This is an optimization exercise on Yosys and OpenROAD, whose aim is small area, a short achievable clock period and few clock cycles per item, not a production implementation. The RTL was checked by simulation tests, not by an equivalence proof against the original design.

## flow/design.v (module list and top-level ports; edited modules follow where they fit)
// module fa: 4 lines
// module ha: 4 lines
// module bc: 4 lines
// module gc: 3 lines
// module sq_mod_p: 1189 lines
// module sq_mod_q: 2476 lines
// module crt_s: 1008 lines
// module crt_x: 812 lines
// module decode_7seg: 26 lines
// module bbs_generator: 57 lines
module bbs_generator(
    input  wire CLOCK_50,
    input  wire res,
    input  wire [63:0] seed,
    output wire [9:0] LEDR,
    output reg  valid,
    output wire [63:0] x_out,
    output wire [6:0] HEX0,
    output wire [6:0] HEX1,
    output wire [6:0] HEX2,
    output wire [6:0] HEX3,
    output wire [6:0] HEX4,
    output wire [6:0] HEX5
);
  // ...
==> flow/run.sh <==
#!/bin/bash
# synth_recipe.tcl (not shown) runs the flow's synth.tcl, then flattens the netlist and writes it again
# the make line also repeats each setting of config.mk as NAME=value (left out here)
make -C /OpenROAD-flow-scripts/flow DESIGN_CONFIG=/design/flow/config.mk WORK_HOME=/design/flow/orfs CLKGATE_MAP_FILE= SYNTH_SCRIPT=/design/flow/synth_recipe.tcl finish
==> flow/config.mk <==
export PLATFORM = sky130hd
export DESIGN_NAME = bbs_generator
export DESIGN_NICKNAME = bbs_generator
export VERILOG_FILES = /design/flow/design.v
export SDC_FILE = /design/flow/constraint.sdc
export NUM_CORES = 4
export LEC_CHECK = 0
export CAP_MARGIN = 20
export CORE_MARGIN = 2
export CORE_UTILIZATION = 70
export SETUP_SLACK_MARGIN = 3
export SLEW_MARGIN = 20
export SYNTH_HIERARCHICAL = 1
export SYNTH_MINIMUM_KEEP_SIZE = 0
==> flow/constraint.sdc <==
create_clock -name core_clock -period 12.0 [get_ports {CLOCK_50}]
set_input_delay 2.4000 -clock core_clock [delete_from_list [all_inputs] [get_ports {CLOCK_50}]]
set_output_delay 2.4000 -clock core_clock [all_outputs]
set_load 0.01 [all_outputs]
==> results.yml, run 1 <==
status:
  status: "complete, no violations"
clock_tree:
  cts_setup_buffers: 126
  clock_path_buffers: 2
  cts.sinks: 151
  cts-root-buf: "clkbuf_16"
timing:
  finalSetupViolCount: 0
  fin_crit_ns: 9.83
  finalCritPeriodShare_pct: 81.9
  holdWs_ns: 0.482
final_layout:
  fin_cells: 7132
  multi_input_area_share_pct: 83.9
  multiInputGateArea_um2: 58400
  final_util_pct: 80.0
  seq_cell_count: 151
  postLayoutCellArea_um2: 69600
  seq_share_pct: 5.49
drt:
  route.detailed.drc: 0
  wl_per_cell_um: 28.3
  dr.pass1.iters: 8
  post_drt_via_cell_ratio: 6.62
  dr.max_layer_used: "met5"
global_routing:
  grt_max_degree: 91
  busiest_layer: "met2"
  met1_usage_pct: 58.3
die:
  die_h_um: 301
  ios: 183
  floorplan.initialDensity_pct: 70.9
worst_setup_path:
  cp-end-kind: "flop"
  crit_path_max_incr_delay_ns: 0.64
  cp_common_cell: "fa_1"
yosys:
  synth_commonest_cells: "1613 x and2_1, 1407 x fa_1, 713 x a21o_1, 491 x ha_1, 201 x clkbuf_1"
  yosys.area.top_type: "fa_1"
worst_hold_path:
  holdPathStages: 1
place:
  dp_hpwl_mm: 149
  post-place-ws_ns: 0.496
Testbench counts, summed over its fixed seeds: cycles 216, numbers 192.
==> run 2: changes to the inputs <==
--- a/flow/design.v
+++ b/flow/design.v
@@ -1,16 +1,23 @@
 module fa (input wire a, input wire b, input wire c, output wire s, output wire co);
     assign s  = a ^ b ^ c;
     assign co = (a & b) | (a & c) | (b & c);
 endmodule
 module ha (input wire a, input wire b, output wire s, output wire co);
     assign s  = a ^ b;
     assign co = a & b;
 endmodule
+module qsel (input wire co1, input wire t1, input wire co2, input wire t2,
+             input wire co3, input wire t3, input wire e, output wire [3:0] o);
+    wire s3 = co3 & (t3 | e);
+    wire s2 = co2 | (t2 & e);
+    wire s1 = co1 | t1 | e;
+    assign o = {s3, ~s3 & s2, ~s3 & ~s2 & s1, ~s3 & ~s2 & ~s1};
+endmodule
 module bc (input wire gh, input wire ph, input wire gl, input wire pl, output wire g, output wire p);
     assign g = gh | (ph & gl);
     assign p = ph & pl;
 endmodule
 module gc (input wire gh, input wire ph, input wire gl, output wire g);
     assign g = gh | (ph & gl);
 endmodule
 module sq_mod_p (
@@ -3668,20 +3675,32 @@
     wire y3_G31_16p, y3_P31_16;
     bc y3_G31_16p_c (.gh(y3_G31_24p), .ph(y3_P31_24), .gl(y3_G23_16p), .pl(y3_P23_16), .g(y3_G31_16p), .p(y3_P31_16));
     wire y3_G31_0;
     gc y3_G31_0_c (.gh(y3_G31_16p), .ph(y3_P31_16), .gl(y3_G15_0), .g(y3_G31_0));
     assign y3_G[31] = y3_G31_0;
     assign y3_P[31] = 1'b0;
     wire y3_co = y3_G[31] | y3_v[32];
     wire [31:0] y3_s = y3_p ^ {y3_G[30:0], 1'b0};
-    wire sel3 = y3_co & (y3_s[31] | e);
-    wire sel2 = y2_co | (y2_s[31] & e);
-    wire sel1 = y1_co | y1_s[31] | e;
-    assign r = sel3 ? y3_s[30:0] : sel2 ? y2_s[30:0] : sel1 ? y1_s[30:0] : y0_s[30:0];
+    wire [3:0] o0;
+    qsel qs0 (.co1(y1_co), .t1(y1_s[31]), .co2(y2_co), .t2(y2_s[31]), .co3(y3_co), .t3(y3_s[31]), .e(e), .o(o0));
+    assign r[6:0] = ({7{o0[3]}} & y3_s[6:0]) | ({7{o0[2]}} & y2_s[6:0]) |
+                    ({7{o0[1]}} & y1_s[6:0]) | ({7{o0[0]}} & y0_s[6:0]);
+    wire [3:0] o1;
+    qsel qs1 (.co1(y1_co), .t1(y1_s[31]), .co2(y2_co), .t2(y2_s[31]), .co3(y3_co), .t3(y3_s[31]), .e(e), .o(o1));
+    assign r[14:7] = ({8{o1[3]}} & y3_s[14:7]) | ({8{o1[2]}} & y2_s[14:7]) |
+                    ({8{o1[1]}} & y1_s[14:7]) | ({8{o1[0]}} & y0_s[14:7]);
+    wire [3:0] o2;
+    qsel qs2 (.co1(y1_co), .t1(y1_s[31]), .co2(y2_co), .t2(y2_s[31]), .co3(y3_co), .t3(y3_s[31]), .e(e), .o(o2));
+    assign r[22:15] = ({8{o2[3]}} & y3_s[22:15]) | ({8{o2[2]}} & y2_s[22:15]) |
+                    ({8{o2[1]}} & y1_s[22:15]) | ({8{o2[0]}} & y0_s[22:15]);
+    wire [3:0] o3;
+    qsel qs3 (.co1(y1_co), .t1(y1_s[31]), .co2(y2_co), .t2(y2_s[31]), .co3(y3_co), .t3(y3_s[31]), .e(e), .o(o3));
+    assign r[30:23] = ({8{o3[3]}} & y3_s[30:23]) | ({8{o3[2]}} & y2_s[30:23]) |
+                    ({8{o3[1]}} & y1_s[30:23]) | ({8{o3[0]}} & y0_s[30:23]);
 endmodule
 module crt_s (
     input  wire [30:0] a,
     input  wire [30:0] b,
     output wire [30:0] s
 );
     wire [30:0] ad_a = b;
     wire [30:0] ad_b = ~a;
@@ -4750,206 +4769,140 @@
     fa tx55_fa (.a(b[27]), .b(sn[27]), .c(sn[26]), .s(tx55), .co(tx56));
     wire tx57, tx58;
     fa tx57_fa (.a(b[28]), .b(sn[28]), .c(sn[27]), .s(tx57), .co(tx58));
     wire tx59, tx60;
     fa tx59_fa (.a(b[29]), .b(sn[29]), .c(sn[28]), .s(tx59), .co(tx60));
     wire tx61, tx62;
     fa tx61_fa (.a(b[30]), .b(sn[30]), .c(sn[29]), .s(tx61), .co(tx62));
     wire tx63, tx64;
-    fa tx63_fa (.a(s[0]), .b(sn[30]), .c(sn[27]), .s(tx63), .co(tx64));
+    fa tx63_fa (.a(1'b1), .b(tx3), .c(tx2), .s(tx63), .co(tx64));
     wire tx65, tx66;
-    fa tx65_fa (.a(s[2]), .b(sn[29]), .c(1'b1), .s(tx65), .co(tx66));
+    fa tx65_fa (.a(sn[0]), .b(1'b1), .c(tx9), .s(tx65), .co(tx66));
     wire tx67, tx68;
-    fa tx67_fa (.a(s[3]), .b(sn[30]), .c(1'b1), .s(tx67), .co(tx68));
+    fa tx67_fa (.a(sn[1]), .b(tx11), .c(tx10), .s(tx67), .co(tx68));
     wire tx69, tx70;
-    fa tx69_fa (.a(1'b1), .b(tx3), .c(tx2), .s(tx69), .co(tx70));
+    fa tx69_fa (.a(sn[2]), .b(tx13), .c(tx12), .s(tx69), .co(tx70));
     wire tx71, tx72;
-    fa tx71_fa (.a(sn[0]), .b(1'b1), .c(tx9), .s(tx71), .co(tx72));
+    fa tx71_fa (.a(sn[3]), .b(tx15), .c(tx14), .s(tx71), .co(tx72));
     wire tx73, tx74;
-    fa tx73_fa (.a(sn[1]), .b(tx11), .c(tx10), .s(tx73), .co(tx74));
+    fa tx73_fa (.a(sn[4]), .b(tx17), .c(tx16), .s(tx73), .co(tx74));
     wire tx75, tx76;
-    fa tx75_fa (.a(sn[2]), .b(tx13), .c(tx12), .s(tx75), .co(tx76));
+    fa tx75_fa (.a(sn[5]), .b(tx19), .c(tx18), .s(tx75), .co(tx76));
     wire tx77, tx78;
-    fa tx77_fa (.a(sn[3]), .b(tx15), .c(tx14), .s(tx77), .co(tx78));
+    fa tx77_fa (.a(sn[6]), .b(tx21), .c(tx20), .s(tx77), .co(tx78));
     wire tx79, tx80;
-    fa tx79_fa (.a(sn[4]), .b(tx17), .c(tx16), .s(tx79), .co(tx80));
+    fa tx79_fa (.a(sn[7]), .b(tx23), .c(tx22), .s(tx79), .co(tx80));
     wire tx81, tx82;
-    fa tx81_fa (.a(sn[5]), .b(tx19), .c(tx18), .s(tx81), .co(tx82));
+    fa tx81_fa (.a(sn[8]), .b(tx25), .c(tx24), .s(tx81), .co(tx82));
     wire tx83, tx84;
-    fa tx83_fa (.a(sn[6]), .b(tx21), .c(tx20), .s(tx83), .co(tx84));
+    fa tx83_fa (.a(sn[9]), .b(tx27), .c(tx26), .s(tx83), .co(tx84));
     wire tx85, tx86;
-    fa tx85_fa (.a(sn[7]), .b(tx23), .c(tx22), .s(tx85), .co(tx86));
+    fa tx85_fa (.a(sn[10]), .b(tx29), .c(tx28), .s(tx85), .co(tx86));
     wire tx87, tx88;
-    fa tx87_fa (.a(sn[8]), .b(tx25), .c(tx24), .s(tx87), .co(tx88));
+    fa tx87_fa (.a(sn[11]), .b(tx31), .c(tx30), .s(tx87), .co(tx88));
     wire tx89, tx90;
-    fa tx89_fa (.a(sn[9]), .b(tx27), .c(tx26), .s(tx89), .co(tx90));
+    fa tx89_fa (.a(sn[12]), .b(tx33), .c(tx32), .s(tx89), .co(tx90));
     wire tx91, tx92;
-    fa tx91_fa (.a(sn[10]), .b(tx29), .c(tx28), .s(tx91), .co(tx92));
+    fa tx91_fa (.a(sn[13]), .b(tx35), .c(tx34), .s(tx91), .co(tx92));
     wire tx93, tx94;
-    fa tx93_fa (.a(sn[11]), .b(tx31), .c(tx30), .s(tx93), .co(tx94));
+    fa tx93_fa (.a(sn[14]), .b(tx37), .c(tx36), .s(tx93), .co(tx94));
     wire tx95, tx96;
-    fa tx95_fa (.a(sn[12]), .b(tx33), .c(tx32), .s(tx95), .co(tx96));
+    fa tx95_fa (.a(sn[15]), .b(tx39), .c(tx38), .s(tx95), .co(tx96));
     wire tx97, tx98;
-    fa tx97_fa (.a(sn[13]), .b(tx35), .c(tx34), .s(tx97), .co(tx98));
+    fa tx97_fa (.a(sn[16]), .b(tx41), .c(tx40), .s(tx97), .co(tx98));
     wire tx99, tx100;
-    fa tx99_fa (.a(sn[14]), .b(tx37), .c(tx36), .s(tx99), .co(tx100));
+    fa tx99_fa (.a(sn[17]), .b(tx43), .c(tx42), .s(tx99), .co(tx100));
     wire tx101, tx102;
-    fa tx101_fa (.a(sn[15]), .b(tx39), .c(tx38), .s(tx101), .co(tx102));
+    fa tx101_fa (.a(sn[18]), .b(tx45), .c(tx44), .s(tx101), .co(tx102));
     wire tx103, tx104;
-    fa tx103_fa (.a(sn[16]), .b(tx41), .c(tx40), .s(tx103), .co(tx104));
+    fa tx103_fa (.a(sn[19]), .b(tx47), .c(tx46), .s(tx103), .co(tx104));
     wire tx105, tx106;
-    fa tx105_fa (.a(sn[17]), .b(tx43), .c(tx42), .s(tx105), .co(tx106));
+    fa tx105_fa (.a(sn[20]), .b(tx49), .c(tx48), .s(tx105), .co(tx106));
     wire tx107, tx108;
-    fa tx107_fa (.a(sn[18]), .b(tx45), .c(tx44), .s(tx107), .co(tx108));
+    fa tx107_fa (.a(sn[21]), .b(tx51), .c(tx50), .s(tx107), .co(tx108));
     wire tx109, tx110;
-    fa tx109_fa (.a(sn[19]), .b(tx47), .c(tx46), .s(tx109), .co(tx110));
+    fa tx109_fa (.a(sn[22]), .b(tx53), .c(tx52), .s(tx109), .co(tx110));
     wire tx111, tx112;
-    fa tx111_fa (.a(sn[20]), .b(tx49), .c(tx48), .s(tx111), .co(tx112));
+    fa tx111_fa (.a(sn[23]), .b(tx55), .c(tx54), .s(tx111), .co(tx112));
     wire tx113, tx114;
-    fa tx113_fa (.a(sn[21]), .b(tx51), .c(tx50), .s(tx113), .co(tx114));
+    fa tx113_fa (.a(sn[24]), .b(tx57), .c(tx56), .s(tx113), .co(tx114));
     wire tx115, tx116;
-    fa tx115_fa (.a(sn[22]), .b(tx53), .c(tx52), .s(tx115), .co(tx116));
+    fa tx115_fa (.a(sn[25]), .b(tx59), .c(tx58), .s(tx115), .co(tx116));
     wire tx117, tx118;
-    fa tx117_fa (.a(sn[23]), .b(tx55), .c(tx54), .s(tx117), .co(tx118));
+    fa tx117_fa (.a(sn[26]), .b(tx61), .c(tx60), .s(tx117), .co(tx118));
     wire tx119, tx120;
-    fa tx119_fa (.a(sn[24]), .b(tx57), .c(tx56), .s(tx119), .co(tx120));
+    fa tx119_fa (.a(sn[30]), .b(sn[27]), .c(tx62), .s(tx119), .co(tx120));
     wire tx121, tx122;
-    fa tx121_fa (.a(sn[25]), .b(tx59), .c(tx58), .s(tx121), .co(tx122));
+    fa tx121_fa (.a(tx5), .b(tx4), .c(tx64), .s(tx121), .co(tx122));
     wire tx123, tx124;
-    fa tx123_fa (.a(sn[26]), .b(tx61), .c(tx60), .s(tx123), .co(tx124));
+    ha tx123_ha (.a(tx7), .b(tx6), .s(tx123), .co(tx124));
     wire tx125, tx126;
-    fa tx125_fa (.a(1'b1), .b(tx63), .c(tx62), .s(tx125), .co(tx126));
+    ha tx125_ha (.a(tx65), .b(tx8), .s(tx125), .co(tx126));
     wire tx127, tx128;
-    fa tx127_fa (.a(s[1]), .b(sn[28]), .c(tx64), .s(tx127), .co(tx128));
+    ha tx127_ha (.a(tx67), .b(tx66), .s(tx127), .co(tx128));
     wire tx129, tx130;
-    fa tx129_fa (.a(tx5), .b(tx4), .c(tx70), .s(tx129), .co(tx130));
+    ha tx129_ha (.a(tx69), .b(tx68), .s(tx129), .co(tx130));
     wire tx131, tx132;
-    ha tx131_ha (.a(tx7), .b(tx6), .s(tx131), .co(tx132));
+    ha tx131_ha (.a(tx71), .b(tx70), .s(tx131), .co(tx132));
     wire tx133, tx134;
-    ha tx133_ha (.a(tx71), .b(tx8), .s(tx133), .co(tx134));
+    ha tx133_ha (.a(tx73), .b(tx72), .s(tx133), .co(tx134));
     wire tx135, tx136;
-    ha tx135_ha (.a(tx73), .b(tx72), .s(tx135), .co(tx136));
+    ha tx135_ha (.a(tx75), .b(tx74), .s(tx135), .co(tx136));
     wire tx137, tx138;
-    ha tx137_ha (.a(tx75), .b(tx74), .s(tx137), .co(tx138));
+    ha tx137_ha (.a(tx77), .b(tx76), .s(tx137), .co(tx138));
     wire tx139, tx140;
-    ha tx139_ha (.a(tx77), .b(tx76), .s(tx139), .co(tx140));
+    ha tx139_ha (.a(tx79), .b(tx78), .s(tx139), .co(tx140));
     wire tx141, tx142;
-    ha tx141_ha (.a(tx79), .b(tx78), .s(tx141), .co(tx142));
+    ha tx141_ha (.a(tx81), .b(tx80), .s(tx141), .co(tx142));
     wire tx143, tx144;
-    ha tx143_ha (.a(tx81), .b(tx80), .s(tx143), .co(tx144));
+    ha tx143_ha (.a(tx83), .b(tx82), .s(tx143), .co(tx144));
     wire tx145, tx146;
-    ha tx145_ha (.a(tx83), .b(tx82), .s(tx145), .co(tx146));
+    ha tx145_ha (.a(tx85), .b(tx84), .s(tx145), .co(tx146));
     wire tx147, tx148;
-    ha tx147_ha (.a(tx85), .b(tx84), .s(tx147), .co(tx148));
+    ha tx147_ha (.a(tx87), .b(tx86), .s(tx147), .co(tx148));
     wire tx149, tx150;
-    ha tx149_ha (.a(tx87), .b(tx86), .s(tx149), .co(tx150));
+    ha tx149_ha (.a(tx89), .b(tx88), .s(tx149), .co(tx150));
     wire tx151, tx152;
-    ha tx151_ha (.a(tx89), .b(tx88), .s(tx151), .co(tx152));
+    ha tx151_ha (.a(tx91), .b(tx90), .s(tx151), .co(tx152));
     wire tx153, tx154;
-    ha tx153_ha (.a(tx91), .b(tx90), .s(tx153), .co(tx154));
+    ha tx153_ha (.a(tx93), .b(tx92), .s(tx153), .co(tx154));
     wire tx155, tx156;
-    ha tx155_ha (.a(tx93), .b(tx92), .s(tx155), .co(tx156));
+    ha tx155_ha (.a(tx95), .b(tx94), .s(tx155), .co(tx156));
     wire tx157, tx158;
-    ha tx157_ha (.a(tx95), .b(tx94), .s(tx157), .co(tx158));
+    ha tx157_ha (.a(tx97), .b(tx96), .s(tx157), .co(tx158));
     wire tx159, tx160;
-    ha tx159_ha (.a(tx97), .b(tx96), .s(tx159), .co(tx160));
+    ha tx159_ha (.a(tx99), .b(tx98), .s(tx159), .co(tx160));
     wire tx161, tx162;
-    ha tx161_ha (.a(tx99), .b(tx98), .s(tx161), .co(tx162));
+    ha tx161_ha (.a(tx101), .b(tx100), .s(tx161), .co(tx162));
     wire tx163, tx164;
-    ha tx163_ha (.a(tx101), .b(tx100), .s(tx163), .co(tx164));
+    ha tx163_ha (.a(tx103), .b(tx102), .s(tx163), .co(tx164));
     wire tx165, tx166;
-    ha tx165_ha (.a(tx103), .b(tx102), .s(tx165), .co(tx166));
+    ha tx165_ha (.a(tx105), .b(tx104), .s(tx165), .co(tx166));
     wire tx167, tx168;
-    ha tx167_ha (.a(tx105), .b(tx104), .s(tx167), .co(tx168));
+    ha tx167_ha (.a(tx107), .b(tx106), .s(tx167), .co(tx168));
     wire tx169, tx170;
-    ha tx169_ha (.a(tx107), .b(tx106), .s(tx169), .co(tx170));
+    ha tx169_ha (.a(tx109), .b(tx108), .s(tx169), .co(tx170));
     wire tx171, tx172;
-    ha tx171_ha (.a(tx109), .b(tx108), .s(tx171), .co(tx172));
+    ha tx171_ha (.a(tx111), .b(tx110), .s(tx171), .co(tx172));
     wire tx173, tx174;
-    ha tx173_ha (.a(tx111), .b(tx110), .s(tx173), .co(tx174));
+    ha tx173_ha (.a(tx113), .b(tx112), .s(tx173), .co(tx174));
     wire tx175, tx176;
-    ha tx175_ha (.a(tx113), .b(tx112), .s(tx175), .co(tx176));
+    ha tx175_ha (.a(tx115), .b(tx114), .s(tx175), .co(tx176));
     wire tx177, tx178;
-    ha tx177_ha (.a(tx115), .b(tx114), .s(tx177), .co(tx178));
+    ha tx177_ha (.a(tx117), .b(tx116), .s(tx177), .co(tx178));
     wire tx179, tx180;
-    ha tx179_ha (.a(tx117), .b(tx116), .s(tx179), .co(tx180));
+    ha tx179_ha (.a(tx119), .b(tx118), .s(tx179), .co(tx180));
     wire tx181, tx182;
-    ha tx181_ha (.a(tx119), .b(tx118), .s(tx181), .co(tx182));
-    wire tx183, tx184;
-    ha tx183_ha (.a(tx121), .b(tx120), .s(tx183), .co(tx184));
-    wire tx185, tx186;
-    ha tx185_ha (.a(tx123), .b(tx122), .s(tx185), .co(tx186));
-    wire tx187, tx188;
-    ha tx187_ha (.a(tx125), .b(tx124), .s(tx187), .co(tx188));
-    wire tx189, tx190;
-    ha tx189_ha (.a(tx127), .b(tx126), .s(tx189), .co(tx190));
-    wire tx191, tx192;
-    ha tx191_ha (.a(tx65), .b(tx128), .s(tx191), .co(tx192));
-    wire tx193, tx194;
-    ha tx193_ha (.a(tx67), .b(tx66), .s(tx193), .co(tx194));
-    wire tx195, tx196;
-    ha tx195_ha (.a(s[4]), .b(tx68), .s(tx195), .co(tx196));
-    wire tx197, tx198;
-    ha tx197_ha (.a(s[5]), .b(1'b1), .s(tx197), .co(tx198));
-    wire tx199, tx200;
-    ha tx199_ha (.a(s[6]), .b(1'b1), .s(tx199), .co(tx200));
-    wire tx201, tx202;
-    ha tx201_ha (.a(s[7]), .b(1'b1), .s(tx201), .co(tx202));
-    wire tx203, tx204;
-    ha tx203_ha (.a(s[8]), .b(1'b1), .s(tx203), .co(tx204));
-    wire tx205, tx206;
-    ha tx205_ha (.a(s[9]), .b(1'b1), .s(tx205), .co(tx206));
-    wire tx207, tx208;
-    ha tx207_ha (.a(s[10]), .b(1'b1), .s(tx207), .co(tx208));
-    wire tx209, tx210;
-    ha tx209_ha (.a(s[11]), .b(1'b1), .s(tx209), .co(tx210));
-    wire tx211, tx212;
-    ha tx211_ha (.a(s[12]), .b(1'b1), .s(tx211), .co(tx212));
-    wire tx213, tx214;
-    ha tx213_ha (.a(s[13]), .b(1'b1), .s(tx213), .co(tx214));
-    wire tx215, tx216;
-    ha tx215_ha (.a(s[14]), .b(1'b1), .s(tx215), .co(tx216));
-    wire tx217, tx218;
-    ha tx217_ha (.a(s[15]), .b(1'b1), .s(tx217), .co(tx218));
-    wire tx219, tx220;
-    ha tx219_ha (.a(s[16]), .b(1'b1), .s(tx219), .co(tx220));
-    wire tx221, tx222;
-    ha tx221_ha (.a(s[17]), .b(1'b1), .s(tx221), .co(tx222));
-    wire tx223, tx224;
-    ha tx223_ha (.a(s[18]), .b(1'b1), .s(tx223), .co(tx224));
-    wire tx225, tx226;
-    ha tx225_ha (.a(s[19]), .b(1'b1), .s(tx225), .co(tx226));
-    wire tx227, tx228;
-    ha tx227_ha (.a(s[20]), .b(1'b1), .s(tx227), .co(tx228));
-    wire tx229, tx230;
-    ha tx229_ha (.a(s[21]), .b(1'b1), .s(tx229), .co(tx230));
-    wire tx231, tx232;
-    ha tx231_ha (.a(s[22]), .b(1'b1), .s(tx231), .co(tx232));
-    wire tx233, tx234;
-    ha tx233_ha (.a(s[23]), .b(1'b1), .s(tx233), .co(tx234));
-    wire tx235, tx236;
-    ha tx235_ha (.a(s[24]), .b(1'b1), .s(tx235), .co(tx236));
-    wire tx237, tx238;
-    ha tx237_ha (.a(s[25]), .b(1'b1), .s(tx237), .co(tx238));
-    wire tx239, tx240;
-    ha tx239_ha (.a(s[26]), .b(1'b1), .s(tx239), .co(tx240));
-    wire tx241, tx242;
-    ha tx241_ha (.a(s[27]), .b(1'b1), .s(tx241), .co(tx242));
-    wire tx243, tx244;
-    ha tx243_ha (.a(s[28]), .b(1'b1), .s(tx243), .co(tx244));
-    wire tx245, tx246;
-    ha tx245_ha (.a(s[29]), .b(1'b1), .s(tx245), .co(tx246));
-    wire tx247, tx248;
-    ha tx247_ha (.a(s[30]), .b(1'b1), .s(tx247), .co(tx248));
-    wire [61:0] x0 = {tx247, tx245, tx243, tx241, tx239, tx237, tx235, tx233, tx231, tx229, tx227, tx225, tx223, tx221, tx219, tx217, tx215, tx213, tx211, tx209, tx207, tx205, tx203, tx201, tx199, tx197, tx195, tx193, tx191, tx189, tx187, tx185, tx183, tx181, tx179, tx177, tx175, tx173, tx171, tx169, tx167, tx165, tx163, tx161, tx159, tx157, tx155, tx153, tx151, tx149, tx147, tx145, tx143, tx141, tx139, tx137, tx135, tx133, tx131, tx129, tx69, tx1};
-    wire [61:0] x1 = {tx246, tx244, tx242, tx240, tx238, tx236, tx234, tx232, tx230, tx228, tx226, tx224, tx222, tx220, tx218, tx216, tx214, tx212, tx210, tx208, tx206, tx204, tx202, tx200, tx198, tx196, tx194, tx192, tx190, tx188, tx186, tx184, tx182, tx180, tx178, tx176, tx174, tx172, tx170, tx168, tx166, tx164, tx162, tx160, tx158, tx156, tx154, tx152, tx150, tx148, tx146, tx144, tx142, tx140, tx138, tx136, tx134, tx132, tx130, 1'b0, 1'b0, 1'b0};
-    wire [61:0] ax_a = x0;
-    wire [61:0] ax_b = x1;
-    wire [61:0] ax_p, ax_g;
+    ha tx181_ha (.a(sn[28]), .b(tx120), .s(tx181), .co(tx182));
+    wire [35:0] x0 = {1'b0, sn[30], sn[29], tx181, tx179, tx177, tx175, tx173, tx171, tx169, tx167, tx165, tx163, tx161, tx159, tx157, tx155, tx153, tx151, tx149, tx147, tx145, tx143, tx141, tx139, tx137, tx135, tx133, tx131, tx129, tx127, tx125, tx123, tx121, tx63, tx1};
+    wire [35:0] x1 = {1'b0, 1'b0, tx182, tx180, tx178, tx176, tx174, tx172, tx170, tx168, tx166, tx164, tx162, tx160, tx158, tx156, tx154, tx152, tx150, tx148, tx146, tx144, tx142, tx140, tx138, tx136, tx134, tx132, tx130, tx128, tx126, tx124, tx122, 1'b0, 1'b0, 1'b0};
+    wire [35:0] ax_a = x0;
+    wire [35:0] ax_b = x1;
+    wire [35:0] ax_p, ax_g;
     ha ax_h0 (.a(ax_a[0]), .b(ax_b[0]), .s(ax_p[0]), .co(ax_g[0]));
     ha ax_h1 (.a(ax_a[1]), .b(ax_b[1]), .s(ax_p[1]), .co(ax_g[1]));
     ha ax_h2 (.a(ax_a[2]), .b(ax_b[2]), .s(ax_p[2]), .co(ax_g[2]));
     ha ax_h3 (.a(ax_a[3]), .b(ax_b[3]), .s(ax_p[3]), .co(ax_g[3]));
     ha ax_h4 (.a(ax_a[4]), .b(ax_b[4]), .s(ax_p[4]), .co(ax_g[4]));
     ha ax_h5 (.a(ax_a[5]), .b(ax_b[5]), .s(ax_p[5]), .co(ax_g[5]));
     ha ax_h6 (.a(ax_a[6]), .b(ax_b[6]), .s(ax_p[6]), .co(ax_g[6]));
     ha ax_h7 (.a(ax_a[7]), .b(ax_b[7]), .s(ax_p[7]), .co(ax_g[7]));
@@ -4976,43 +4929,17 @@
     ha ax_h28 (.a(ax_a[28]), .b(ax_b[28]), .s(ax_p[28]), .co(ax_g[28]));
     ha ax_h29 (.a(ax_a[29]), .b(ax_b[29]), .s(ax_p[29]), .co(ax_g[29]));
     ha ax_h30 (.a(ax_a[30]), .b(ax_b[30]), .s(ax_p[30]), .co(ax_g[30]));
     ha ax_h31 (.a(ax_a[31]), .b(ax_b[31]), .s(ax_p[31]), .co(ax_g[31]));
     ha ax_h32 (.a(ax_a[32]), .b(ax_b[32]), .s(ax_p[32]), .co(ax_g[32]));
     ha ax_h33 (.a(ax_a[33]), .b(ax_b[33]), .s(ax_p[33]), .co(ax_g[33]));
     ha ax_h34 (.a(ax_a[34]), .b(ax_b[34]), .s(ax_p[34]), .co(ax_g[34]));
     ha ax_h35 (.a(ax_a[35]), .b(ax_b[35]), .s(ax_p[35]), .co(ax_g[35]));
-    ha ax_h36 (.a(ax_a[36]), .b(ax_b[36]), .s(ax_p[36]), .co(ax_g[36]));
-    ha ax_h37 (.a(ax_a[37]), .b(ax_b[37]), .s(ax_p[37]), .co(ax_g[37]));
-    ha ax_h38 (.a(ax_a[38]), .b(ax_b[38]), .s(ax_p[38]), .co(ax_g[38]));
-    ha ax_h39 (.a(ax_a[39]), .b(ax_b[39]), .s(ax_p[39]), .co(ax_g[39]));
-    ha ax_h40 (.a(ax_a[40]), .b(ax_b[40]), .s(ax_p[40]), .co(ax_g[40]));
-    ha ax_h41 (.a(ax_a[41]), .b(ax_b[41]), .s(ax_p[41]), .co(ax_g[41]));
-    ha ax_h42 (.a(ax_a[42]), .b(ax_b[42]), .s(ax_p[42]), .co(ax_g[42]));
-    ha ax_h43 (.a(ax_a[43]), .b(ax_b[43]), .s(ax_p[43]), .co(ax_g[43]));
-    ha ax_h44 (.a(ax_a[44]), .b(ax_b[44]), .s(ax_p[44]), .co(ax_g[44]));
-    ha ax_h45 (.a(ax_a[45]), .b(ax_b[45]), .s(ax_p[45]), .co(ax_g[45]));
-    ha ax_h46 (.a(ax_a[46]), .b(ax_b[46]), .s(ax_p[46]), .co(ax_g[46]));
-    ha ax_h47 (.a(ax_a[47]), .b(ax_b[47]), .s(ax_p[47]), .co(ax_g[47]));
-    ha ax_h48 (.a(ax_a[48]), .b(ax_b[48]), .s(ax_p[48]), .co(ax_g[48]));
-    ha ax_h49 (.a(ax_a[49]), .b(ax_b[49]), .s(ax_p[49]), .co(ax_g[49]));
-    ha ax_h50 (.a(ax_a[50]), .b(ax_b[50]), .s(ax_p[50]), .co(ax_g[50]));
-    ha ax_h51 (.a(ax_a[51]), .b(ax_b[51]), .s(ax_p[51]), .co(ax_g[51]));
-    ha ax_h52 (.a(ax_a[52]), .b(ax_b[52]), .s(ax_p[52]), .co(ax_g[52]));
-    ha ax_h53 (.a(ax_a[53]), .b(ax_b[53]), .s(ax_p[53]), .co(ax_g[53]));
-    ha ax_h54 (.a(ax_a[54]), .b(ax_b[54]), .s(ax_p[54]), .co(ax_g[54]));
-    ha ax_h55 (.a(ax_a[55]), .b(ax_b[55]), .s(ax_p[55]), .co(ax_g[55]));
-    ha ax_h56 (.a(ax_a[56]), .b(ax_b[56]), .s(ax_p[56]), .co(ax_g[56]));
-    ha ax_h57 (.a(ax_a[57]), .b(ax_b[57]), .s(ax_p[57]), .co(ax_g[57]));
-    ha ax_h58 (.a(ax_a[58]), .b(ax_b[58]), .s(ax_p[58]), .co(ax_g[58]));
-    ha ax_h59 (.a(ax_a[59]), .b(ax_b[59]), .s(ax_p[59]), .co(ax_g[59]));
-    ha ax_h60 (.a(ax_a[60]), .b(ax_b[60]), .s(ax_p[60]), .co(ax_g[60]));
-    ha ax_h61 (.a(ax_a[61]), .b(ax_b[61]), .s(ax_p[61]), .co(ax_g[61]));
-    wire [61:0] ax_G, ax_P;
+    wire [35:0] ax_G, ax_P;
     assign ax_G[0] = ax_g[0];
     assign ax_P[0] = ax_p[0];
     wire ax_G1_0;
     gc ax_G1_0_c (.gh(ax_g[1]), .ph(ax_p[1]), .gl(ax_g[0]), .g(ax_G1_0));
     assign ax_G[1] = ax_G1_0;
     assign ax_P[1] = 1'b0;
     wire ax_G2_0;
     gc ax_G2_0_c (.gh(ax_g[2]), .ph(ax_p[2]), .gl(ax_G1_0), .g(ax_G2_0));
@@ -5251,257 +5178,23 @@
     wire ax_G35_34p, ax_P35_34;
     bc ax_G35_34p_c (.gh(ax_g[35]), .ph(ax_p[35]), .gl(ax_g[34]), .pl(ax_p[34]), .g(ax_G35_34p), .p(ax_P35_34));
     wire ax_G35_32p, ax_P35_32;
     bc ax_G35_32p_c (.gh(ax_G35_34p), .ph(ax_P35_34), .gl(ax_G33_32p), .pl(ax_P33_32), .g(ax_G35_32p), .p(ax_P35_32));
     wire ax_G35_0;
     gc ax_G35_0_c (.gh(ax_G35_32p), .ph(ax_P35_32), .gl(ax_G31_0), .g(ax_G35_0));
     assign ax_G[35] = ax_G35_0;
     assign ax_P[35] = 1'b0;
-    wire ax_G36_32p, ax_P36_32;
-    bc ax_G36_32p_c (.gh(ax_g[36]), .ph(ax_p[36]), .gl(ax_G35_32p), .pl(ax_P35_32), .g(ax_G36_32p), .p(ax_P36_32));
-    wire ax_G36_0;
-    gc ax_G36_0_c (.gh(ax_G36_32p), .ph(ax_P36_32), .gl(ax_G31_0), .g(ax_G36_0));
-    assign ax_G[36] = ax_G36_0;
-    assign ax_P[36] = 1'b0;
-    wire ax_G37_36p, ax_P37_36;
-    bc ax_G37_36p_c (.gh(ax_g[37]), .ph(ax_p[37]), .gl(ax_g[36]), .pl(ax_p[36]), .g(ax_G37_36p), .p(ax_P37_36));
-    wire ax_G37_32p, ax_P37_32;
-    bc ax_G37_32p_c (.gh(ax_G37_36p), .ph(ax_P37_36), .gl(ax_G35_32p), .pl(ax_P35_32), .g(ax_G37_32p), .p(ax_P37_32));
-    wire ax_G37_0;
-    gc ax_G37_0_c (.gh(ax_G37_32p), .ph(ax_P37_32), .gl(ax_G31_0), .g(ax_G37_0));
-    assign ax_G[37] = ax_G37_0;
-    assign ax_P[37] = 1'b0;
-    wire ax_G38_36p, ax_P38_36;
-    bc ax_G38_36p_c (.gh(ax_g[38]), .ph(ax_p[38]), .gl(ax_G37_36p), .pl(ax_P37_36), .g(ax_G38_36p), .p(ax_P38_36));
-    wire ax_G38_32p, ax_P38_32;
-    bc ax_G38_32p_c (.gh(ax_G38_36p), .ph(ax_P38_36), .gl(ax_G35_32p), .pl(ax_P35_32), .g(ax_G38_32p), .p(ax_P38_32));
-    wire ax_G38_0;
-    gc ax_G38_0_c (.gh(ax_G38_32p), .ph(ax_P38_32), .gl(ax_G31_0), .g(ax_G38_0));
-    assign ax_G[38] = ax_G38_0;
-    assign ax_P[38] = 1'b0;
-    wire ax_G39_38p, ax_P39_38;
-    bc ax_G39_38p_c (.gh(ax_g[39]), .ph(ax_p[39]), .gl(ax_g[38]), .pl(ax_p[38]), .g(ax_G39_38p), .p(ax_P39_38));
-    wire ax_G39_36p, ax_P39_36;
-    bc ax_G39_36p_c (.gh(ax_G39_38p), .ph(ax_P39_38), .gl(ax_G37_36p), .pl(ax_P37_36), .g(ax_G39_36p), .p(ax_P39_36));
-    wire ax_G39_32p, ax_P39_32;
-    bc ax_G39_32p_c (.gh(ax_G39_36p), .ph(ax_P39_36), .gl(ax_G35_32p), .pl(ax_P35_32), .g(ax_G39_32p), .p(ax_P39_32));
-    wire ax_G39_0;
-    gc ax_G39_0_c (.gh(ax_G39_32p), .ph(ax_P39_32), .gl(ax_G31_0), .g(ax_G39_0));
-    assign ax_G[39] = ax_G39_0;
-    assign ax_P[39] = 1'b0;
-    wire ax_G40_32p, ax_P40_32;
-    bc ax_G40_32p_c (.gh(ax_g[40]), .ph(ax_p[40]), .gl(ax_G39_32p), .pl(ax_P39_32), .g(ax_G40_32p), .p(ax_P40_32));
-    wire ax_G40_0;
-    gc ax_G40_0_c (.gh(ax_G40_32p), .ph(ax_P40_32), .gl(ax_G31_0), .g(ax_G40_0));
-    assign ax_G[40] = ax_G40_0;
-    assign ax_P[40] = 1'b0;
-    wire ax_G41_40p, ax_P41_40;
-    bc ax_G41_40p_c (.gh(ax_g[41]), .ph(ax_p[41]), .gl(ax_g[40]), .pl(ax_p[40]), .g(ax_G41_40p), .p(ax_P41_40));
-    wire ax_G41_32p, ax_P41_32;
-    bc ax_G41_32p_c (.gh(ax_G41_40p), .ph(ax_P41_40), .gl(ax_G39_32p), .pl(ax_P39_32), .g(ax_G41_32p), .p(ax_P41_32));
-    wire ax_G41_0;
-    gc ax_G41_0_c (.gh(ax_G41_32p), .ph(ax_P41_32), .gl(ax_G31_0), .g(ax_G41_0));
-    assign ax_G[41] = ax_G41_0;
-    assign ax_P[41] = 1'b0;
-    wire ax_G42_40p, ax_P42_40;
-    bc ax_G42_40p_c (.gh(ax_g[42]), .ph(ax_p[42]), .gl(ax_G41_40p), .pl(ax_P41_40), .g(ax_G42_40p), .p(ax_P42_40));
-    wire ax_G42_32p, ax_P42_32;
-    bc ax_G42_32p_c (.gh(ax_G42_40p), .ph(ax_P42_40), .gl(ax_G39_32p), .pl(ax_P39_32), .g(ax_G42_32p), .p(ax_P42_32));
-    wire ax_G42_0;
-    gc ax_G42_0_c (.gh(ax_G42_32p), .ph(ax_P42_32), .gl(ax_G31_0), .g(ax_G42_0));
-    assign ax_G[42] = ax_G42_0;
-    assign ax_P[42] = 1'b0;
-    wire ax_G43_42p, ax_P43_42;
-    bc ax_G43_42p_c (.gh(ax_g[43]), .ph(ax_p[43]), .gl(ax_g[42]), .pl(ax_p[42]), .g(ax_G43_42p), .p(ax_P43_42));
-    wire ax_G43_40p, ax_P43_40;
-    bc ax_G43_40p_c (.gh(ax_G43_42p), .ph(ax_P43_42), .gl(ax_G41_40p), .pl(ax_P41_40), .g(ax_G43_40p), .p(ax_P43_40));
-    wire ax_G43_32p, ax_P43_32;
-    bc ax_G43_32p_c (.gh(ax_G43_40p), .ph(ax_P43_40), .gl(ax_G39_32p), .pl(ax_P39_32), .g(ax_G43_32p), .p(ax_P43_32));
-    wire ax_G43_0;
-    gc ax_G43_0_c (.gh(ax_G43_32p), .ph(ax_P43_32), .gl(ax_G31_0), .g(ax_G43_0));
-    assign ax_G[43] = ax_G43_0;
-    assign ax_P[43] = 1'b0;
-    wire ax_G44_40p, ax_P44_40;
-    bc ax_G44_40p_c (.gh(ax_g[44]), .ph(ax_p[44]), .gl(ax_G43_40p), .pl(ax_P43_40), .g(ax_G44_40p), .p(ax_P44_40));
-    wire ax_G44_32p, ax_P44_32;
-    bc ax_G44_32p_c (.gh(ax_G44_40p), .ph(ax_P44_40), .gl(ax_G39_32p), .pl(ax_P39_32), .g(ax_G44_32p), .p(ax_P44_32));
-    wire ax_G44_0;
-    gc ax_G44_0_c (.gh(ax_G44_32p), .ph(ax_P44_32), .gl(ax_G31_0), .g(ax_G44_0));
-    assign ax_G[44] = ax_G44_0;
-    assign ax_P[44] = 1'b0;
-    wire ax_G45_44p, ax_P45_44;
-    bc ax_G45_44p_c (.gh(ax_g[45]), .ph(ax_p[45]), .gl(ax_g[44]), .pl(ax_p[44]), .g(ax_G45_44p), .p(ax_P45_44));
-    wire ax_G45_40p, ax_P45_40;
-    bc ax_G45_40p_c (.gh(ax_G45_44p), .ph(ax_P45_44), .gl(ax_G43_40p), .pl(ax_P43_40), .g(ax_G45_40p), .p(ax_P45_40));
-    wire ax_G45_32p, ax_P45_32;
-    bc ax_G45_32p_c (.gh(ax_G45_40p), .ph(ax_P45_40), .gl(ax_G39_32p), .pl(ax_P39_32), .g(ax_G45_32p), .p(ax_P45_32));
-    wire ax_G45_0;
-    gc ax_G45_0_c (.gh(ax_G45_32p), .ph(ax_P45_32), .gl(ax_G31_0), .g(ax_G45_0));
-    assign ax_G[45] = ax_G45_0;
-    assign ax_P[45] = 1'b0;
-    wire ax_G46_44p, ax_P46_44;
-    bc ax_G46_44p_c (.gh(ax_g[46]), .ph(ax_p[46]), .gl(ax_G45_44p), .pl(ax_P45_44), .g(ax_G46_44p), .p(ax_P46_44));
-    wire ax_G46_40p, ax_P46_40;
-    bc ax_G46_40p_c (.gh(ax_G46_44p), .ph(ax_P46_44), .gl(ax_G43_40p), .pl(ax_P43_40), .g(ax_G46_40p), .p(ax_P46_40));
-    wire ax_G46_32p, ax_P46_32;
-    bc ax_G46_32p_c (.gh(ax_G46_40p), .ph(ax_P46_40), .gl(ax_G39_32p), .pl(ax_P39_32), .g(ax_G46_32p), .p(ax_P46_32));
-    wire ax_G46_0;
-    gc ax_G46_0_c (.gh(ax_G46_32p), .ph(ax_P46_32), .gl(ax_G31_0), .g(ax_G46_0));
-    assign ax_G[46] = ax_G46_0;
-    assign ax_P[46] = 1'b0;
-    wire ax_G47_46p, ax_P47_46;
-    bc ax_G47_46p_c (.gh(ax_g[47]), .ph(ax_p[47]), .gl(ax_g[46]), .pl(ax_p[46]), .g(ax_G47_46p), .p(ax_P47_46));
-    wire ax_G47_44p, ax_P47_44;
-    bc ax_G47_44p_c (.gh(ax_G47_46p), .ph(ax_P47_46), .gl(ax_G45_44p), .pl(ax_P45_44), .g(ax_G47_44p), .p(ax_P47_44));
-    wire ax_G47_40p, ax_P47_40;
-    bc ax_G47_40p_c (.gh(ax_G47_44p), .ph(ax_P47_44), .gl(ax_G43_40p), .pl(ax_P43_40), .g(ax_G47_40p), .p(ax_P47_40));
-    wire ax_G47_32p, ax_P47_32;
-    bc ax_G47_32p_c (.gh(ax_G47_40p), .ph(ax_P47_40), .gl(ax_G39_32p), .pl(ax_P39_32), .g(ax_G47_32p), .p(ax_P47_32));
-    wire ax_G47_0;
-    gc ax_G47_0_c (.gh(ax_G47_32p), .ph(ax_P47_32), .gl(ax_G31_0), .g(ax_G47_0));
-    assign ax_G[47] = ax_G47_0;
-    assign ax_P[47] = 1'b0;
-    wire ax_G48_32p, ax_P48_32;
-    bc ax_G48_32p_c (.gh(ax_g[48]), .ph(ax_p[48]), .gl(ax_G47_32p), .pl(ax_P47_32), .g(ax_G48_32p), .p(ax_P48_32));
-    wire ax_G48_0;
-    gc ax_G48_0_c (.gh(ax_G48_32p), .ph(ax_P48_32), .gl(ax_G31_0), .g(ax_G48_0));
-    assign ax_G[48] = ax_G48_0;
-    assign ax_P[48] = 1'b0;
-    wire ax_G49_48p, ax_P49_48;
-    bc ax_G49_48p_c (.gh(ax_g[49]), .ph(ax_p[49]), .gl(ax_g[48]), .pl(ax_p[48]), .g(ax_G49_48p), .p(ax_P49_48));
-    wire ax_G49_32p, ax_P49_32;
-    bc ax_G49_32p_c (.gh(ax_G49_48p), .ph(ax_P49_48), .gl(ax_G47_32p), .pl(ax_P47_32), .g(ax_G49_32p), .p(ax_P49_32));
-    wire ax_G49_0;
-    gc ax_G49_0_c (.gh(ax_G49_32p), .ph(ax_P49_32), .gl(ax_G31_0), .g(ax_G49_0));
-    assign ax_G[49] = ax_G49_0;
-    assign ax_P[49] = 1'b0;
-    wire ax_G50_48p, ax_P50_48;
-    bc ax_G50_48p_c (.gh(ax_g[50]), .ph(ax_p[50]), .gl(ax_G49_48p), .pl(ax_P49_48), .g(ax_G50_48p), .p(ax_P50_48));
-    wire ax_G50_32p, ax_P50_32;
-    bc ax_G50_32p_c (.gh(ax_G50_48p), .ph(ax_P50_48), .gl(ax_G47_32p), .pl(ax_P47_32), .g(ax_G50_32p), .p(ax_P50_32));
-    wire ax_G50_0;
-    gc ax_G50_0_c (.gh(ax_G50_32p), .ph(ax_P50_32), .gl(ax_G31_0), .g(ax_G50_0));
-    assign ax_G[50] = ax_G50_0;
-    assign ax_P[50] = 1'b0;
-    wire ax_G51_50p, ax_P51_50;
-    bc ax_G51_50p_c (.gh(ax_g[51]), .ph(ax_p[51]), .gl(ax_g[50]), .pl(ax_p[50]), .g(ax_G51_50p), .p(ax_P51_50));
-    wire ax_G51_48p, ax_P51_48;
-    bc ax_G51_48p_c (.gh(ax_G51_50p), .ph(ax_P51_50), .gl(ax_G49_48p), .pl(ax_P49_48), .g(ax_G51_48p), .p(ax_P51_48));
-    wire ax_G51_32p, ax_P51_32;
-    bc ax_G51_32p_c (.gh(ax_G51_48p), .ph(ax_P51_48), .gl(ax_G47_32p), .pl(ax_P47_32), .g(ax_G51_32p), .p(ax_P51_32));
-    wire ax_G51_0;
-    gc ax_G51_0_c (.gh(ax_G51_32p), .ph(ax_P51_32), .gl(ax_G31_0), .g(ax_G51_0));
-    assign ax_G[51] = ax_G51_0;
-    assign ax_P[51] = 1'b0;
-    wire ax_G52_48p, ax_P52_48;
-    bc ax_G52_48p_c (.gh(ax_g[52]), .ph(ax_p[52]), .gl(ax_G51_48p), .pl(ax_P51_48), .g(ax_G52_48p), .p(ax_P52_48));
-    wire ax_G52_32p, ax_P52_32;
-    bc ax_G52_32p_c (.gh(ax_G52_48p), .ph(ax_P52_48), .gl(ax_G47_32p), .pl(ax_P47_32), .g(ax_G52_32p), .p(ax_P52_32));
-    wire ax_G52_0;
-    gc ax_G52_0_c (.gh(ax_G52_32p), .ph(ax_P52_32), .gl(ax_G31_0), .g(ax_G52_0));
-    assign ax_G[52] = ax_G52_0;
-    assign ax_P[52] = 1'b0;
-    wire ax_G53_52p, ax_P53_52;
-    bc ax_G53_52p_c (.gh(ax_g[53]), .ph(ax_p[53]), .gl(ax_g[52]), .pl(ax_p[52]), .g(ax_G53_52p), .p(ax_P53_52));
-    wire ax_G53_48p, ax_P53_48;
-    bc ax_G53_48p_c (.gh(ax_G53_52p), .ph(ax_P53_52), .gl(ax_G51_48p), .pl(ax_P51_48), .g(ax_G53_48p), .p(ax_P53_48));
-    wire ax_G53_32p, ax_P53_32;
-    bc ax_G53_32p_c (.gh(ax_G53_48p), .ph(ax_P53_48), .gl(ax_G47_32p), .pl(ax_P47_32), .g(ax_G53_32p), .p(ax_P53_32));
-    wire ax_G53_0;
-    gc ax_G53_0_c (.gh(ax_G53_32p), .ph(ax_P53_32), .gl(ax_G31_0), .g(ax_G53_0));
-    assign ax_G[53] = ax_G53_0;
-    assign ax_P[53] = 1'b0;
-    wire ax_G54_52p, ax_P54_52;
-    bc ax_G54_52p_c (.gh(ax_g[54]), .ph(ax_p[54]), .gl(ax_G53_52p), .pl(ax_P53_52), .g(ax_G54_52p), .p(ax_P54_52));
-    wire ax_G54_48p, ax_P54_48;
-    bc ax_G54_48p_c (.gh(ax_G54_52p), .ph(ax_P54_52), .gl(ax_G51_48p), .pl(ax_P51_48), .g(ax_G54_48p), .p(ax_P54_48));
-    wire ax_G54_32p, ax_P54_32;
-    bc ax_G54_32p_c (.gh(ax_G54_48p), .ph(ax_P54_48), .gl(ax_G47_32p), .pl(ax_P47_32), .g(ax_G54_32p), .p(ax_P54_32));
-    wire ax_G54_0;
-    gc ax_G54_0_c (.gh(ax_G54_32p), .ph(ax_P54_32), .gl(ax_G31_0), .g(ax_G54_0));
-    assign ax_G[54] = ax_G54_0;
-    assign ax_P[54] = 1'b0;
-    wire ax_G55_54p, ax_P55_54;
-    bc ax_G55_54p_c (.gh(ax_g[55]), .ph(ax_p[55]), .gl(ax_g[54]), .pl(ax_p[54]), .g(ax_G55_54p), .p(ax_P55_54));
-    wire ax_G55_52p, ax_P55_52;
-    bc ax_G55_52p_c (.gh(ax_G55_54p), .ph(ax_P55_54), .gl(ax_G53_52p), .pl(ax_P53_52), .g(ax_G55_52p), .p(ax_P55_52));
-    wire ax_G55_48p, ax_P55_48;
-    bc ax_G55_48p_c (.gh(ax_G55_52p), .ph(ax_P55_52), .gl(ax_G51_48p), .pl(ax_P51_48), .g(ax_G55_48p), .p(ax_P55_48));
-    wire ax_G55_32p, ax_P55_32;
-    bc ax_G55_32p_c (.gh(ax_G55_48p), .ph(ax_P55_48), .gl(ax_G47_32p), .pl(ax_P47_32), .g(ax_G55_32p), .p(ax_P55_32));
-    wire ax_G55_0;
-    gc ax_G55_0_c (.gh(ax_G55_32p), .ph(ax_P55_32), .gl(ax_G31_0), .g(ax_G55_0));
-    assign ax_G[55] = ax_G55_0;
-    assign ax_P[55] = 1'b0;
-    wire ax_G56_48p, ax_P56_48;
-    bc ax_G56_48p_c (.gh(ax_g[56]), .ph(ax_p[56]), .gl(ax_G55_48p), .pl(ax_P55_48), .g(ax_G56_48p), .p(ax_P56_48));
-    wire ax_G56_32p, ax_P56_32;
-    bc ax_G56_32p_c (.gh(ax_G56_48p), .ph(ax_P56_48), .gl(ax_G47_32p), .pl(ax_P47_32), .g(ax_G56_32p), .p(ax_P56_32));
-    wire ax_G56_0;
-    gc ax_G56_0_c (.gh(ax_G56_32p), .ph(ax_P56_32), .gl(ax_G31_0), .g(ax_G56_0));
-    assign ax_G[56] = ax_G56_0;
-    assign ax_P[56] = 1'b0;
-    wire ax_G57_56p, ax_P57_56;
-    bc ax_G57_56p_c (.gh(ax_g[57]), .ph(ax_p[57]), .gl(ax_g[56]), .pl(ax_p[56]), .g(ax_G57_56p), .p(ax_P57_56));
-    wire ax_G57_48p, ax_P57_48;
-    bc ax_G57_48p_c (.gh(ax_G57_56p), .ph(ax_P57_56), .gl(ax_G55_48p), .pl(ax_P55_48), .g(ax_G57_48p), .p(ax_P57_48));
-    wire ax_G57_32p, ax_P57_32;
-    bc ax_G57_32p_c (.gh(ax_G57_48p), .ph(ax_P57_48), .gl(ax_G47_32p), .pl(ax_P47_32), .g(ax_G57_32p), .p(ax_P57_32));
-    wire ax_G57_0;
-    gc ax_G57_0_c (.gh(ax_G57_32p), .ph(ax_P57_32), .gl(ax_G31_0), .g(ax_G57_0));
-    assign ax_G[57] = ax_G57_0;
-    assign ax_P[57] = 1'b0;
-    wire ax_G58_56p, ax_P58_56;
-    bc ax_G58_56p_c (.gh(ax_g[58]), .ph(ax_p[58]), .gl(ax_G57_56p), .pl(ax_P57_56), .g(ax_G58_56p), .p(ax_P58_56));
-    wire ax_G58_48p, ax_P58_48;
-    bc ax_G58_48p_c (.gh(ax_G58_56p), .ph(ax_P58_56), .gl(ax_G55_48p), .pl(ax_P55_48), .g(ax_G58_48p), .p(ax_P58_48));
-    wire ax_G58_32p, ax_P58_32;
-    bc ax_G58_32p_c (.gh(ax_G58_48p), .ph(ax_P58_48), .gl(ax_G47_32p), .pl(ax_P47_32), .g(ax_G58_32p), .p(ax_P58_32));
-    wire ax_G58_0;
-    gc ax_G58_0_c (.gh(ax_G58_32p), .ph(ax_P58_32), .gl(ax_G31_0), .g(ax_G58_0));
-    assign ax_G[58] = ax_G58_0;
-    assign ax_P[58] = 1'b0;
-    wire ax_G59_58p, ax_P59_58;
-    bc ax_G59_58p_c (.gh(ax_g[59]), .ph(ax_p[59]), .gl(ax_g[58]), .pl(ax_p[58]), .g(ax_G59_58p), .p(ax_P59_58));
-    wire ax_G59_56p, ax_P59_56;
-    bc ax_G59_56p_c (.gh(ax_G59_58p), .ph(ax_P59_58), .gl(ax_G57_56p), .pl(ax_P57_56), .g(ax_G59_56p), .p(ax_P59_56));
-    wire ax_G59_48p, ax_P59_48;
-    bc ax_G59_48p_c (.gh(ax_G59_56p), .ph(ax_P59_56), .gl(ax_G55_48p), .pl(ax_P55_48), .g(ax_G59_48p), .p(ax_P59_48));
-    wire ax_G59_32p, ax_P59_32;
-    bc ax_G59_32p_c (.gh(ax_G59_48p), .ph(ax_P59_48), .gl(ax_G47_32p), .pl(ax_P47_32), .g(ax_G59_32p), .p(ax_P59_32));
-    wire ax_G59_0;
-    gc ax_G59_0_c (.gh(ax_G59_32p), .ph(ax_P59_32), .gl(ax_G31_0), .g(ax_G59_0));
-    assign ax_G[59] = ax_G59_0;
-    assign ax_P[59] = 1'b0;
-    wire ax_G60_56p, ax_P60_56;
-    bc ax_G60_56p_c (.gh(ax_g[60]), .ph(ax_p[60]), .gl(ax_G59_56p), .pl(ax_P59_56), .g(ax_G60_56p), .p(ax_P60_56));
-    wire ax_G60_48p, ax_P60_48;
-    bc ax_G60_48p_c (.gh(ax_G60_56p), .ph(ax_P60_56), .gl(ax_G55_48p), .pl(ax_P55_48), .g(ax_G60_48p), .p(ax_P60_48));
-    wire ax_G60_32p, ax_P60_32;
-    bc ax_G60_32p_c (.gh(ax_G60_48p), .ph(ax_P60_48), .gl(ax_G47_32p), .pl(ax_P47_32), .g(ax_G60_32p), .p(ax_P60_32));
-    wire ax_G60_0;
-    gc ax_G60_0_c (.gh(ax_G60_32p), .ph(ax_P60_32), .gl(ax_G31_0), .g(ax_G60_0));
-    assign ax_G[60] = ax_G60_0;
-    assign ax_P[60] = 1'b0;
-    wire ax_G61_60p, ax_P61_60;
-    bc ax_G61_60p_c (.gh(ax_g[61]), .ph(ax_p[61]), .gl(ax_g[60]), .pl(ax_p[60]), .g(ax_G61_60p), .p(ax_P61_60));
-    wire ax_G61_56p, ax_P61_56;
-    bc ax_G61_56p_c (.gh(ax_G61_60p), .ph(ax_P61_60), .gl(ax_G59_56p), .pl(ax_P59_56), .g(ax_G61_56p), .p(ax_P61_56));
-    wire ax_G61_48p, ax_P61_48;
-    bc ax_G61_48p_c (.gh(ax_G61_56p), .ph(ax_P61_56), .gl(ax_G55_48p), .pl(ax_P55_48), .g(ax_G61_48p), .p(ax_P61_48));
-    wire ax_G61_32p, ax_P61_32;
-    bc ax_G61_32p_c (.gh(ax_G61_48p), .ph(ax_P61_48), .gl(ax_G47_32p), .pl(ax_P47_32), .g(ax_G61_32p), .p(ax_P61_32));
-    wire ax_G61_0;
-    gc ax_G61_0_c (.gh(ax_G61_32p), .ph(ax_P61_32), .gl(ax_G31_0), .g(ax_G61_0));
-    assign ax_G[61] = ax_G61_0;
-    assign ax_P[61] = 1'b0;
-    wire ax_co = ax_G[61];
-    wire [61:0] ax_s = ax_p ^ {ax_G[60:0], 1'b0};
-    assign x = ax_s;
+    wire ax_co = ax_G[35];
+    wire [35:0] ax_s = ax_p ^ {ax_G[34:0], 1'b0};
+    wire [35:0] L = ax_s;
+    wire [4:0] m = 5'd19 - L[35:31];
+    wire [5:0] lo = {1'b0, s[4:0]} - {1'b0, m};
+    wire [25:0] hi = s[30:5] - {25'd0, lo[5]};
+    assign x = {hi, lo[4:0], L[30:0]};
 endmodule
 module decode_7seg(
     input [3:0] in,
     output reg [6:0] seg
 );
     always @(*) begin
         case (in)
             4'h0: seg = ~7'b0111111;
==> flow/config.mk (replaced) <==
export PLATFORM = sky130hd
export DESIGN_NAME = bbs_generator
export DESIGN_NICKNAME = bbs_generator
export VERILOG_FILES = /design/flow/design.v
export SDC_FILE = /design/flow/constraint.sdc
export NUM_CORES = 4
export LEC_CHECK = 0
export CAP_MARGIN = 20
export CORE_MARGIN = 2
export CORE_UTILIZATION = 60
export SETUP_SLACK_MARGIN = 3
export SLEW_MARGIN = 20
export SYNTH_HIERARCHICAL = 1
export SYNTH_MINIMUM_KEEP_SIZE = 0
==> run 2 against run 1 <==
Compared with the run above: still clean; maximum frequency up 1.8%; setup slack better by 0.17 ns; via count fell by 5.5%; first-iteration DRC count fell by 20%; register-to-register slack gained 0.17 ns; sequential cell count unchanged; critical path type unchanged; largest cell class unchanged.
==> results.yml, run 2 <==
status:
  status: "complete, no violations"
yosys:
  syn_area_per_cell_um2: 11.0
  synth_cell_type_count: 57
  synth_most_common_cell: "and2_1"
  synth_top_flop_cell: "dfrtp_1"
  synth-edff-count: 0
  synthesis.area_um2: 60300
  synth-async-reset-ratio_pct: 100
  synth-seq-area-share_pct: 6.26
  yosys.area.top_type: "fa_1"
  yosys.area.top_type_share_pct: 46.6
  synth_commonest_cells: "1553 x and2_1, 1404 x fa_1, 622 x a21o_1, 443 x ha_1, 167 x xor2_1"
  yosys_warnings: 8
  synth_area_leaders: "fa_1 47%, and2_1 16%, ha_1 9.2%"
  postSynthCellCount: 5479
  ys_ff_latch: 151
place:
  port_buffers: 172
  post-place-ws_ns: 1.26
  gp_congestion: 0.984
  dp_hpwl_mm: 148
final_layout:
  regArea_um2: 3890
  multiInputGateArea_um2: 57300
  area_delta_synth_final_pct: 15.2
  fillCellCount: 7550
  nets: 7773
  layout_commonest_cell: "and2_1"
  drive_gt1_share_pct: 19.8
  mostFrequentLayoutCells: "1526 x and2_1, 1332 x fa_1, 596 x a21o_1"
worst_setup_path:
  cp-start-kind: "flop"
  crit_type: "flop to flop"
  cp_common_cell: "fa_1"
  critPathMaxFanout: 8
  crit_arrival_ns: 10.11
  crit_slowest_cell: "fa_2"
  cp.required_ns: 12.45
  r2r_cells: 30
  r2r_start: "b_reg[27]$_DFF_PP0_"
  rrSetupSlack_ns: 2.34
  cp-end-kind: "flop"
  crit_path_max_incr_delay_ns: 0.67
  timing.rr.end: "b_reg[13]$_DFF_PP0_"
worst_hold_path:
  hold_class: "flop to flop"
  holdPathStages: 1
  min_to: "phase[0]$_DFFE_PP0N_"
  min_from: "phase[0]$_DFFE_PP0N_"
timing:
  worst_slack_ns: 2.34
  finalCritPeriodShare_pct: 80.5
  finalSetupViolCount: 0
  fmax_mhz: 104
  hold_viol: 0
  grt_setup_unrepaired: "yes"
  final_max_slew_viol_count: 0
  worstMarginPinSlew_ns: 0.976
  slew_headroom_pct: 34.9
  fin_crit_ns: 9.66
  tns_ns: 0
  worst_clock_skew_ns: 0.0353
clock_tree:
  numCtsBuffers: 17
  clk_latency_ns: 0.53
  cts_hold_buf: 0
  cts-root-buf: "clkbuf_16"
  clk_pin_slew_ns: 0.08
  cts.sinks: 151
  clock_path_buffers: 2
  cts_tree: "built"
  htree_num_levels: 4
drt:
  vias: 44614
  drtAntennaViolNets: 0
  post_drt_via_cell_ratio: 6.22
  wl_per_cell_um: 28.0
  drtIter0Drc: 3609
  dr.pass1.iters: 6
  drt-total-wl_mm: 201
  route.detailed.drc: 0
die:
  row_count: 116
  ios: 183
  coreArea_um2: 99900
  die_h_um: 321
  dieArea_um2: 103000
  floorplan.initialDensity_pct: 60.4
  die_w_um: 321
global_routing:
  grt_overflow: 0
  antenna_found_initial: 5
  grt_max_degree: 75
  grt.total_usage_pct: 39.4
  grt_pass1_vias: 47548
  grt_pass1_wl_mm: 299
flow_run:
  drv_cap: 0
[run 2: logic make-up after synthesis]
family	synth area share, %
AND/OR/NAND/NOR	19.6
adder cells (fa/ha/maj)	55.8
buffers and inverters	2.95
multiplexers	0.361
XOR/XNOR	3.96
other	0.0249
flip-flops	6.26
AO/OA/AOI/OAI	11.1
[run 2: through the flow]
step                      instance area (µm²)  std cells  hold slack, ns  util (%)
after detailed placement                63800       6845           0.470      63.8
after global placement                  63700       6844           0.462      63.8
after floorplan                         60700       5500           0.440         -
after global routing                    69500       7170           0.512      69.6
final                                   69500       7171           0.485      69.6
after CTS                               67300       7034           0.488      67.4
[run 2: layer usage]
| layer | vias to the layer above | part of all wire, % | GRT usage (%) |
|---|---|---|---|
| li1 | 18542 | - | - |
| met1 | 23252 | 40 | 54.0 |
| met2 | 2275 | 46 | 61.2 |
| met3 | 539 | 9.2 | 8.12 |
| met4 | 6 | 5.6 | 17.6 |
| met5 | - | 0.020 | 0 |
[run 2: cell type report]
cell class | instances | area share, %
flip-flops and latches | 151 | 5.60
inverters | 140 | 0.929
repair buffers | 593 | 7.83
well taps | 1298 | 2.34
clock buffers | 18 | 0.632
diodes | 1 | 0.00360
clock inverters | 13 | 0.313
multi-input cells | 4957 | 82.4
[run 2: timing repair]
action	CTS	global route
gates resized for setup	426	247
pin swaps	119	129
setup endpoints to repair	112	80
buffers inserted	157	134
gates cloned	1	2
[run 2: per-module statistics from Yosys (local to each module, per instance)]
module | area (µm²) | flip-flops and latches
bbs_generator | 4890 | 151
bc | 13.8 | 0
crt_s | 1730 | 0
crt_x | 1140 | 0
decode_7seg | 234 | 0
fa | 20.0 | 0
gc | 7.51 | 0
ha | 12.5 | 0
qsel | 61.3 | 0
sq_mod_p | 4800 | 0
sq_mod_q | 6000 | 0
[run 2: how the worst max path moves through the flow]
stage                              startpoint  depth (start not counted)                  end
final                     b_reg[27]$_DFF_PP0_                         30  b_reg[13]$_DFF_PP0_
after global routing      b_reg[30]$_DFF_PP0_                         27  b_reg[13]$_DFF_PP0_
after CTS                 b_reg[27]$_DFF_PP0_                         29   b_reg[6]$_DFF_PP0_
after detailed placement  b_reg[27]$_DFF_PP0_                         28  b_reg[13]$_DFF_PP0_
after global placement    b_reg[27]$_DFF_PP0_                         28   b_reg[7]$_DFF_PP0_
after floorplan           b_reg[12]$_DFF_PP0_                         29  b_reg[30]$_DFF_PP0_
[run 2: critical path: cells and delay by family, from the launching register on]
kind,cells,cell delay [ns]
xor gates and xnor gates,1,0.20
buffers and inverters,5,0.63
DFF,1,0.57
and+or+nand+nor,4,1.08
AOI/OAI and AO/OA,7,1.22
adders and majority gates,13,5.85
Testbench counts of run 2, summed over its fixed seeds: cycles 216, numbers 192.

## what the ideal ports hide
In the flow no input, the clock included, has a driving cell. The finished layouts below were timed again as built, in two steps.
Step 1 sets driving cells, clkbuf_16 on the clock port and buf_2 on the other inputs (assumed; they add their load-dependent delay and slew).
Step 2 times the ports against the registers' clock, not the clock port: input delays grow and output delays shrink by t, the midpoint of the rising clock arrivals with the driver on.
Slacks: ideal / step 1 / step 2; pairs: ideal / step 1.
run	t (ns)	setup WS [ns]	hold slack, ns	latest minus earliest clock arrival (ns)	cell pins on the clock port's net
run 1	0.566	2.174 / 2.174 / 2.174	0.482 / 0.482 / 0.482	0.022 / 0.022	1
run 2	0.591	2.345 / 2.345 / 2.345	0.485 / 0.485 / 0.485	0.036 / 0.036	1
After both steps every run listed still meets setup and hold.
